Background: an optimization exercise with open tools, aiming at small area, a short achievable clock period and few clock cycles per item. Do not read the settings as production practice. RTL that was checked went through simulation tests only; none was proved equivalent to the original. Function not checked in run 2: the RTL went through the layout flow alone. Power is estimated from default activity; no workload was simulated.

### constraint.sdc
create_clock -name core_clock -period 7.0 [get_ports {clk}]
set_input_delay 1.4000 -clock core_clock [delete_from_list [all_inputs] [get_ports {clk}]]
set_output_delay 1.4000 -clock core_clock [all_outputs]
set_load 0.01 [all_outputs]
### config.mk
export PLATFORM = sky130hd
export DESIGN_NAME = top_k_priority_queue
export DESIGN_NICKNAME = top_k_priority_queue
export VERILOG_FILES = /design/flow/design.v
export SDC_FILE = /design/flow/constraint.sdc
export NUM_CORES = 4
export LEC_CHECK = 0
export CAP_MARGIN = 40
export CORE_AREA = 5 5 455 455
export DIE_AREA = 0 0 460 460
export PLACE_DENSITY = 0.45
export SLEW_MARGIN = 50
### run.sh
#!/bin/bash
# synth_recipe.tcl (not shown) runs the flow's synth.tcl, then flattens the netlist and writes it again
# the make line also repeats each setting of config.mk as NAME=value (left out here)
make -C /OpenROAD-flow-scripts/flow DESIGN_CONFIG=/design/flow/config.mk WORK_HOME=/design/flow/orfs CLKGATE_MAP_FILE= SYNTH_SCRIPT=/design/flow/synth_recipe.tcl finish
### design.v
`timescale 1ns / 1ps
module top_k_priority_queue #(
    parameter int K = 8,
    parameter int EMBEDDING_DIM = 2
) (
    input  logic                                    clk,
    input  logic                                    rst_n,
    input  logic                                    push,
    output logic                                    done,
    input  logic [31:0]                             similarity,
    input  logic [31:0]                             doc_index,
    input  logic [EMBEDDING_DIM-1:0][31:0]          vector,
    output logic [K-1:0][31:0]                      topk_similarities,
    output logic [K-1:0][31:0]                      topk_indices,
    output logic [K-1:0][EMBEDDING_DIM-1:0][31:0]   topk_vectors
);
    typedef enum logic [2:0] {
        PQ_IDLE,
        PQ_FIND_POSITION,
        PQ_SHIFT_ELEMENTS,
        PQ_INSERT,
        PQ_FINISHED
    } pq_state_t;
    pq_state_t current_state, next_state;
    logic [$clog2(K):0] position;        
    logic [$clog2(K):0] shift_idx;       
    logic insertion_needed;              
    logic found;                         
    always_ff @(posedge clk or negedge rst_n) begin
        if (!rst_n) begin
            current_state <= PQ_IDLE;
            position <= K;   
            shift_idx <= '0;
            insertion_needed <= 1'b0;
            done <= 1'b0;
            for (int i = 0; i < K; i++) begin
                topk_similarities[i] <= '0;
                topk_indices[i] <= '0;
                topk_vectors[i] <= '0;
            end
        end else begin
            current_state <= next_state;
            case (current_state)
                PQ_IDLE: begin
                    if (push) begin
                        position <= K;   
                        shift_idx <= K - 1;
                        insertion_needed <= 1'b0;
                        done <= 1'b0;
                    end
                end
                PQ_FIND_POSITION: begin
                    insertion_needed <= 1'b0;
                    found = 1'b0;
                    for (int i = 0; i < K; i++) begin
                        if (!found && similarity > topk_similarities[i]) begin
                            position <= i;
                            insertion_needed <= 1'b1;
                            found = 1'b1;
                        end
                    end
                end
                PQ_SHIFT_ELEMENTS: begin
                    if (insertion_needed) begin
                        if (shift_idx > position) begin
                            topk_similarities[shift_idx] <= topk_similarities[shift_idx-1];
                            topk_indices[shift_idx] <= topk_indices[shift_idx-1];
                            topk_vectors[shift_idx] <= topk_vectors[shift_idx-1];
                            shift_idx <= shift_idx - 1;
                        end
                    end
                end
                PQ_INSERT: begin
                    if (insertion_needed) begin
                        topk_similarities[position] <= similarity;
                        topk_indices[position] <= doc_index;
                        topk_vectors[position] <= vector;
                    end
                end
                PQ_FINISHED: begin
                    done <= 1'b1;
                end
            endcase
        end
    end
    always_comb begin
        next_state = current_state;
        case (current_state)
            PQ_IDLE: begin
                if (push) begin
                    next_state = PQ_FIND_POSITION;
                end
            end
            PQ_FIND_POSITION: begin
                next_state = PQ_SHIFT_ELEMENTS;
            end
            PQ_SHIFT_ELEMENTS: begin
                if (!insertion_needed || shift_idx <= position) begin
                    next_state = PQ_INSERT;
                end
            end
            PQ_INSERT: begin
                next_state = PQ_FINISHED;
            end
            PQ_FINISHED: begin
                next_state = PQ_IDLE;
            end
            default: next_state = PQ_IDLE;
        endcase
    end
endmodule
==> out/results.txt, run 1 <==
Outcome: no timing/DRC/antenna violations
P&R area growth vs syn: 29.6%
Largest family of logic cells by synthesized area: compound AO/OA/AOI/OAI gates
Final WS setup: 2570 ps
Reg-to-reg slack, setup: 2570 ps
FF+latch count, synth: 1037
Power Density: 547 mW/mm^2
Clock Latency Late Sink: 820 ps
Crit Path Category: reg2reg
Sink Count: 1037
Synth Area in Adders: 5.06%
HP Class: in2async
Worst EP required: 7660 ps
Reg2Reg Depth: 12
DIE AREA: 0.212 mm^2
CTS clk-pin slew, worst paths: 60 ps
Leakage power: 35.4 nW
Clk pwr share: 15.8%
Post-Synth Simple-Gate Area: 9.60%
Setup TNS Final: 0 ps
Worst EP arrival: 5090 ps
Die height: 460 um
Antenna violations before repair: 31
Worst Setup End Kind: register
Initial DRC count: 9384
Drt first pass iters: 7
DR WL/cell: 37.9 um
Psw: 22.8 mW
Crit-path cells: inv_1 > ha_1 > nor2b_1 > o21a_1 > o21a_1 > o21ai_1 > a211o_4 > buf_12 > buf_16 > buf_12 > buf_16 > o21ai_0
Min Tclk post-route: 4430 ps
Peak supply drop: 0.456 mV
Pin slew with the least headroom to its limit: 809 ps
Yosys cell types: 68
Sequential area share after synthesis: 39.2%
Cts hold-fix bufs: 0
Post-DR vias/cell: 6.58
Final Hold Fails: 0
Synth Instances: 7274
Max clock buf depth: 3
Total core area: 0.202 mm^2
Seq pwr share: 25.2%
Min Hold Slack: 505 ps
Register area: 0.0260 mm^2
Pin count of the biggest net entering global routing: 108
Asr flop ratio synth: 100%
Initial Utilization: 32.8%
Die X-Extent: 460 um
Vias: 70.9k
Compound-Gate Fraction of Synth Area: 31.2%
Final std cells w/o fill: 10.8k
Layout cells sized above 1: 10.5%
R2R Path End: topk_vectors[330]
CTS resizes: 0
Pins over their slew limit: 0
Crit path max fanout: 76
Critical Path Stages: 12
Global route overflow: 0
Ys Warns: 1
Post-Synth XOR/XNOR Area: 0.0132%
Worst R2R Start: shift_idx[0]
Synth Area per Inst: 9.10 um^2
GP Congestion: 0.919
Delay-heaviest family, CP: buffers and inverters
ANT nets after route: 0
Post-route DRC: 0
Placed instance area: 0.0811 mm^2
CP startpoint: shift_idx[0]
RSZ-0062 raised after global routing: no
Max_cap viols: 0
Int Pwr: 24.1 mW
Slowest-stage cell, CP: dfrtp_4
Num ports: 1156
Mux cell area share after synthesis: 8.76%
Std-Cell Rows: 165
CTS Buf Count: 138
Slew HR: 46.1%
Routed Wire Length: 409000 um
Detailed placement HPWL: 260000 um
CP Launch Type: register
First-pass GRT wire length: 568000 um
Comb power frac: 59.0%
Vias in the first global route: 68.4k
Fill cells: 19.7k
CTS root buf: clkbuf_16
Overall global routing resource usage: 37.2%
H-tree depth: 4
Crit share post-route: 63.3%
# setup viols final: 0
Setup WS pre-CTS: 1930 ps
Final net count: 8397
Post-CTS Repair Setup Buffers: 0
Switch share: 48.6%
CTS tree: done
Mapped Area: 0.0662 mm^2
Multi-input combinational cell area: 0.0367 mm^2
WP buf/inv: 5
CP endpoint: topk_vectors[330]
Post-synth EDFFs: 0
FMAX: 226 MHz
Port Buffers: 1155
DP Cell Count: 10.5k
Worst Skew: 27.8 ps
Synth Flop Type: dfrtp_1
Cell area after layout: 0.0858 mm^2
Slowest Stage Delay on Critical Path: 650 ps
-- power by group through the flow --
stage	Clock [mW]	Sequential (mW)	Combinational, mW
finish	7.42	11.8	27.7
global route	7.73	12.0	29.4
CTS	7.50	11.7	27.3
detailed placement	0	11.7	27.2
global placement	0	11.7	26.5
floorplan	0	11.2	14.6
-- placed cells by master (no fill, tap or decap), drive strengths merged, types with 3 or more instances in the layout --
master,synthesis,final
clkbuf,546,205
a2111oi,3,3
o21a,4,4
a21oi,716,716
a31oi,6,6
or3,4,4
nor4,16,16
o211ai,7,7
a22o,411,411
bufinv,0,7
a22oi,768,768
nor2,502,502
nand3,43,43
nand4,53,53
a41oi,3,3
and3,9,9
clkdlybuf4s50,0,1146
nor2b,13,13
o21ai,739,739
dfrtp,1036,1036
diode,0,18
o21bai,3,3
inv,271,275
ha,268,268
buf,215,196
and4,7,7
clkinv,0,26
o22ai,269,269
a221o,124,124
nand2b,5,5
or4b,3,3
a211oi,7,7
nor4b,3,3
a221oi,9,9
nand2,890,890
mux4,256,256
a21o,20,20
nor3,20,20
-- synth_stat cells (13+ instances only) --
cell type  number  share of area, %
a21o_1         20              0.23
a21oi_1       604               4.6
a21oi_2       110               1.5
a221o_1       124               1.9
a22o_1        411               5.4
a22oi_1       768               8.7
buf_1          63              0.36
buf_2         141               1.1
clkbuf_1      546               3.1
dfrtp_1      1036                39
ha_1          268               5.1
inv_1         269               1.5
mux4_2        256               8.7
nand2_1       890               5.0
nand3_1        43              0.33
nand4_1        53              0.50
nor2_1        493               2.8
nor2b_1        13              0.12
nor3_1         17              0.13
nor4_1         15              0.14
o21ai_0       480               3.6
o21ai_1       258               2.0
o22ai_1       269               2.5
-- worst reg2reg max path, cell delays in order (launching register included) --
cell	delay (ps)
dfrtp_4	650
inv_1	260
ha_1	200
nor2b_1	50
o21a_1	170
o21a_1	170
o21ai_1	440
a211o_4	590
buf_12	460
buf_16	370
buf_12	350
buf_16	320
o21ai_0	290
-- per-stage QoR --
stage                     total power [mW]  utilization (%)
after floorplan                       25.7                -
after global placement                38.2             39.6
after detailed placement              38.9             40.2
after CTS                             46.5             42.5
after global routing                  49.2             42.5
final                                 46.9             42.5
-- worst min-delay path by stage --
stage | startpoint | endpoint | slack (ps) | depth (start not counted)
CTS | rst_n | topk_vectors[252] | 460 | 1
finish | rst_n | topk_vectors[252] | 510 | 1
detailed placement | topk_indices[144] | topk_indices[144] | 500 | 2
global route | rst_n | topk_vectors[252] | 490 | 1
floorplan | insertion_needed | insertion_needed | 470 | 2
global placement | topk_vectors[257] | topk_vectors[257] | 490 | 2
-- area by class of cell --
type	instances	share of cell area (%)
Timing Repair Buffer	1345	16.6
Sequential cell	1037	30.2
Clock buffer	202	4.73
Inverter	271	1.20
Antenna cell	18	0.0525
Clock inverter	39	0.589
Tap cell	2672	3.90
Multi-Input combinational cell	5205	42.7
-- cell families after synthesis --
family          count (synthesis)
compound gates               3105
xor+xnor                        1
fa+ha+maj                     268
buf+inv                      1032
flops                        1037
mux                           259
simple gates                 1572
-- registers in the layout (all words and copies together), names as in the netlist --
| register | cells |
|---|---|
| current_state | 3 |
| done | 1 |
| insertion_needed | 1 |
| position | 4 |
| shift_idx | 4 |
| topk_indices | 256 |
| topk_similarities | 256 |
| topk_vectors | 512 |
-- layer usage --
| metal | routed length [um] | GRT usage [%] | vias up |
|---|---|---|---|
| met5 | 127 | 0 | - |
| met4 | 24900 | 19.5 | 18 |
| met3 | 42900 | 10.6 | 925 |
| met2 | 179000 | 56.0 | 4617 |
| met1 | 162000 | 48.5 | 36600 |
| li1 | - | - | 28800 |
Testbench counts, summed over its fixed seeds: cycles 121,005, items 24,000.
==> run 2, diff against run 1 <==
==> design.v (replaced) <==
`timescale 1ns / 1ps
module top_k_priority_queue #(
    parameter int K = 8,
    parameter int EMBEDDING_DIM = 2
) (
    input  logic                                    clk,
    input  logic                                    rst_n,
    input  logic                                    push,
    output logic                                    done,
    input  logic [31:0]                             similarity,
    input  logic [31:0]                             doc_index,
    input  logic [EMBEDDING_DIM-1:0][31:0]          vector,
    output logic [K-1:0][31:0]                      topk_similarities,
    output logic [K-1:0][31:0]                      topk_indices,
    output logic [K-1:0][EMBEDDING_DIM-1:0][31:0]   topk_vectors
);
    localparam int W = 64 + 32 * EMBEDDING_DIM;    
    logic [W-1:0] entry [K];
    logic [W-1:0] item;
    logic [K-1:0] gt;           
    assign item = {vector, doc_index, similarity};
    always_ff @(posedge clk or negedge rst_n) begin
        if (!rst_n) done <= 1'b0;
        else if (push) done <= 1'b1;
    end
    for (genvar i = 0; i < K; i++) begin : g_entry
        logic [W-1:0] prev;
        logic         sel_prev, sel_new, sel_hold;
        assign gt[i] = push && (similarity > entry[i][31:0]);
        if (i == 0) begin : g_first
            assign prev     = '0;
            assign sel_prev = 1'b0;
        end else begin : g_rest
            assign prev     = entry[i-1];
            assign sel_prev = gt[i-1];
        end
        assign sel_new  = gt[i] && !sel_prev;
        assign sel_hold = !gt[i];
        logic [W-1:0] nxt;
        topk_sel3 #(.W(W)) u_sel (
            .sel_a(sel_prev), .a(prev),
            .sel_b(sel_new),  .b(item),
            .sel_c(sel_hold), .c(entry[i]),
            .y(nxt)
        );
        always_ff @(posedge clk or negedge rst_n) begin
            if (!rst_n) entry[i] <= '0;
            else        entry[i] <= nxt;
        end
        assign topk_similarities[i] = entry[i][31:0];
        assign topk_indices[i]      = entry[i][63:32];
        assign topk_vectors[i]      = entry[i][W-1:64];
    end
endmodule
module topk_sel3 #(
    parameter int W = 128
) (
    input  logic         sel_a,
    input  logic [W-1:0] a,
    input  logic         sel_b,
    input  logic [W-1:0] b,
    input  logic         sel_c,
    input  logic [W-1:0] c,
    output logic [W-1:0] y
);
    assign y = ({W{sel_a}} & a) | ({W{sel_b}} & b) | ({W{sel_c}} & c);
endmodule
--- a/config.mk
+++ b/config.mk
@@ -8,5 +8,6 @@
 export CAP_MARGIN = 40
-export CORE_AREA = 5 5 455 455
-export DIE_AREA = 0 0 460 460
-export PLACE_DENSITY = 0.45
+export CORE_AREA = 5 5 325 325
+export DIE_AREA = 0 0 330 330
+export PLACE_DENSITY = 0.6
 export SLEW_MARGIN = 50
+export SYNTH_HIERARCHICAL = 1
==> out/results.txt, run 2 <==
Outcome: no timing/DRC/antenna violations
Most area-hungry cell type in the Yosys netlist: dfrtp_1
First-pass GRT wire length: 343000 um (-40%)
Vias: 46.3k (-35%)
P&R area growth vs syn: 32.9%
CP Launch Type: primary input
Overall global routing resource usage: 43.5% (+6.4 points)
Drt first pass iters: 14 (+7)
CTS Buf Count: 112 (-19%)
Antenna violations before repair: 60 (+94%)
Max clock buf depth: 3 (unchanged)
Global route overflow: 0 (unchanged)
CTS clk-pin slew, worst paths: 60 ps (about the same)
Total core area: 0.102 mm^2 (-50%)
RSZ-0062 raised after global routing: no
ANT nets after route: 0 (unchanged)
Synth Instances: 4343 (-40%)
Min Tclk post-route: 5020 ps (+594 ps)
Reg2Reg Depth: 11 (-1)
Ys Warns: 9 (+8)
Sequential area share after synthesis: 51.8% (+13 points)
Worst EP arrival: 5670 ps (+580 ps)
DR WL/cell: 35.3 um (-6.9%)
Pins over their slew limit: 0 (unchanged)
Die height: 330 um (-28%)
DIE AREA: 0.109 mm^2 (-49%)
Worst EP required: 7650 ps (about the same)
Slew HR: 49.3% (+3.2 points)
Clock Latency Late Sink: 720 ps (-100 ps)
GP Congestion: 0.970 (+5.5%)
DP Cell Count: 6760 (-36%)
Most flops, register: entry
Post-synth top area share: 51.8% (+13 points)
# setup viols final: 0 (unchanged)
Max_cap viols: 0 (unchanged)
Pin count of the biggest net entering global routing: 109 (+0.93%)
Power Density: 575 mW/mm^2 (+5.2%)
Synth Flop Type: dfrtp_1
Setup WS pre-CTS: 1280 ps (-653 ps)
HP Class: reg2reg
H-tree depth: 3 (-1)
Synth Area per Inst: 11.4 um^2 (+25%)
Post-synth EDFFs: 0 (unchanged)
CTS resizes: 0 (unchanged)
Worst Skew: 27.0 ps (-0.809 ps)
Post-CTS Repair Setup Buffers: 0 (unchanged)
Initial Utilization: 48.7% (+16 points)
Cell with the most instances after synthesis: inv_1
Routed Wire Length: 248000 um (-39%)
Top cells by area, synth: dfrtp_1 (52%), a222oi_1 (21%), inv_1 (9.7%), ha_1 (6.5%), buf_6 (5.1%)
Asr flop ratio synth: 100% (unchanged)
FMAX: 199 MHz (-12%)
Peak supply drop: 0.329 mV (-28%)
Commonest cells after routing, fill and taps aside: inv_1 (1280), clkdlybuf4s50_1 (1146), dfrtp_1 (1025)
Crit Path Category: in2reg
Fill cells: 8083 (-59%)
Most common cell after layout, fill and taps aside: inv_1
Hold worst-path end: done
Reg-to-reg slack, setup: 3110 ps (+540 ps)
Most common library cells after synthesis: inv_1 (1282), dfrtp_1 (1025), a222oi_1 (1024)
Final std cells w/o fill: 7015 (-35%)
Layout cells sized above 1: 5.94% (-4.6 points)
Max reg flops: 1024 (+100%)
R2R Path End: entry[0][88]
Yosys cell types: 56 (-18%)
Top Registers: entry: 1024 flops, done: 1 flops
Hold_sp: done
Vias in the first global route: 43.0k (-37%)
Crit share post-route: 71.8% (+8.5 points)
Die X-Extent: 330 um (-28%)
Final net count: 5894 (-30%)
CTS tree: done
Worst Hold Depth: 1
Num ports: 1156 (unchanged)
Worst R2R Start: entry[0][27]
Std-Cell Rows: 117 (-29%)
Cts hold-fix bufs: 0 (unchanged)
Setup TNS Final: 0 ps (unchanged)
Post-DR vias/cell: 6.60 (+0.37%)
Crit path max fanout: 59 (-22%)
CTS root buf: clkbuf_16
FF+latch count, synth: 1025 (-1.2%)
Leakage power: 32.6 nW (-7.7%)
Total power: 37.8 mW (-19%)
Final Hold Fails: 0 (unchanged)
Final WS setup: 1980 ps (-594 ps)
Detailed placement HPWL: 179000 um (-31%)
Port Buffers: 1155 (unchanged)
Worst Setup End Kind: register
Mapped Area: 0.0495 mm^2 (-25%)
Post-route DRC: 0 (unchanged)
Sink Count: 1025 (-1.2%)
Initial DRC count: 10.6k (+13%)
Pin slew with the least headroom to its limit: 760 ps (-48.3 ps)
[run 2: final cells by class]
cell class	count	area (um^2)	area share (%)
inverter	1282	4830	7.34
sequential	1025	25600	39.0
multi-input combinational	1828	16600	25.2
tap	1368	1710	2.60
antenna	44	110	0.167
timing repair buffer	1258	13000	19.7
clock inverter	36	489	0.744
clock buffer	174	3450	5.24
[run 2: kinds of logic after synthesis]
| family | synth area share, % |
|---|---|
| buf+inv | 16.0 |
| compound gates | 23.5 |
| flops | 51.8 |
| fa+ha+maj | 6.47 |
| simple gates | 2.21 |
| other cells | 0.00758 |
[run 2: report_power, final]
part | internal [mW] | switching [mW] | total (mW)
Combinational | 8.56 | 10.5 | 19.1
Clock | 3.75 | 2.61 | 6.36
Sequential | 8.92 | 3.50 | 12.4
Total | 21.2 | 16.6 | 37.8
[run 2: worst max-delay path, stage by stage]
cell             delay, ps
clkdlybuf4s50_1        800
ha_1                   550
nand4_1                260
nor4_1                 660
o41ai_1                210
a41oi_2                300
o21ai_4                130
inv_6                  480
buf_4                  530
a222oi_1               210
inv_1                   90
[run 2: worst max path at each step]
stage                          to           start  slack [ps]  depth (start not counted)
finish              entry[7][124]  similarity[23]        1980                         11
floorplan            entry[1][10]  similarity[31]        3300                         11
global route         entry[0][65]   similarity[9]        1850                         12
detailed placement  entry[7][116]  similarity[23]        1280                         11
CTS                 entry[7][124]  similarity[23]        2020                         11
global placement      entry[3][6]  similarity[29]        1250                         11
[run 2: metal layers]
metal / up-vias / GRT usage [%] / wire [um]
met2: 3772 / 61.8 / 104000
met3: 731 / 18.2 / 37300
met4: 24 / 29.5 / 21400
met5: - / 0 / 266
met1: 23000 / 54.1 / 84500
li1: 18800 / - / -
[run 2: per-stage QoR]
stage	utilization, %	hold WS (ps)	cell area, um^2
3_5_place_dp	60.7	452	61700
4_1_cts	64.6	483	65700
3_3_place_gp	60.2	451	61300
5_1_grt	64.6	499	65800
2_1_floorplan	-	510	50000
6_report	64.7	480	65800

## static timing again, ports no longer ideal
The flow's constraints put no driver on any port. The routed layouts listed below were extracted and timed again, unchanged, in two steps.
Step 1, drivers: a clkbuf_16 drives clk and a buf_2 each remaining input, both assumed.
Step 2 also shifts input and output timing later by t, the mid clock arrival at the registers, as if the neighbouring blocks saw the same clock.
Slacks: no drivers / after step 1 / after step 2; pairs: no drivers / after step 1.
| run | shift t [ns] | slack for setup (ns) | latest minus earliest clock arrival (ns) | worst register clock-pin slew, ns |
|---|---|---|---|---|
| run 1 | 0.896 | 2.571 / 2.571 / 1.847 | 0.033 / 0.034 | 0.07 / 0.07 |
| run 2 | 0.794 | 1.977 / 2.034 / 1.240 | 0.031 / 0.032 | 0.07 / 0.07 |
After both steps every run listed still meets setup and hold. For run 2, which loses most, drivers alone change the setup slack by +0.057 ns; drivers and shift together by -0.737 ns.
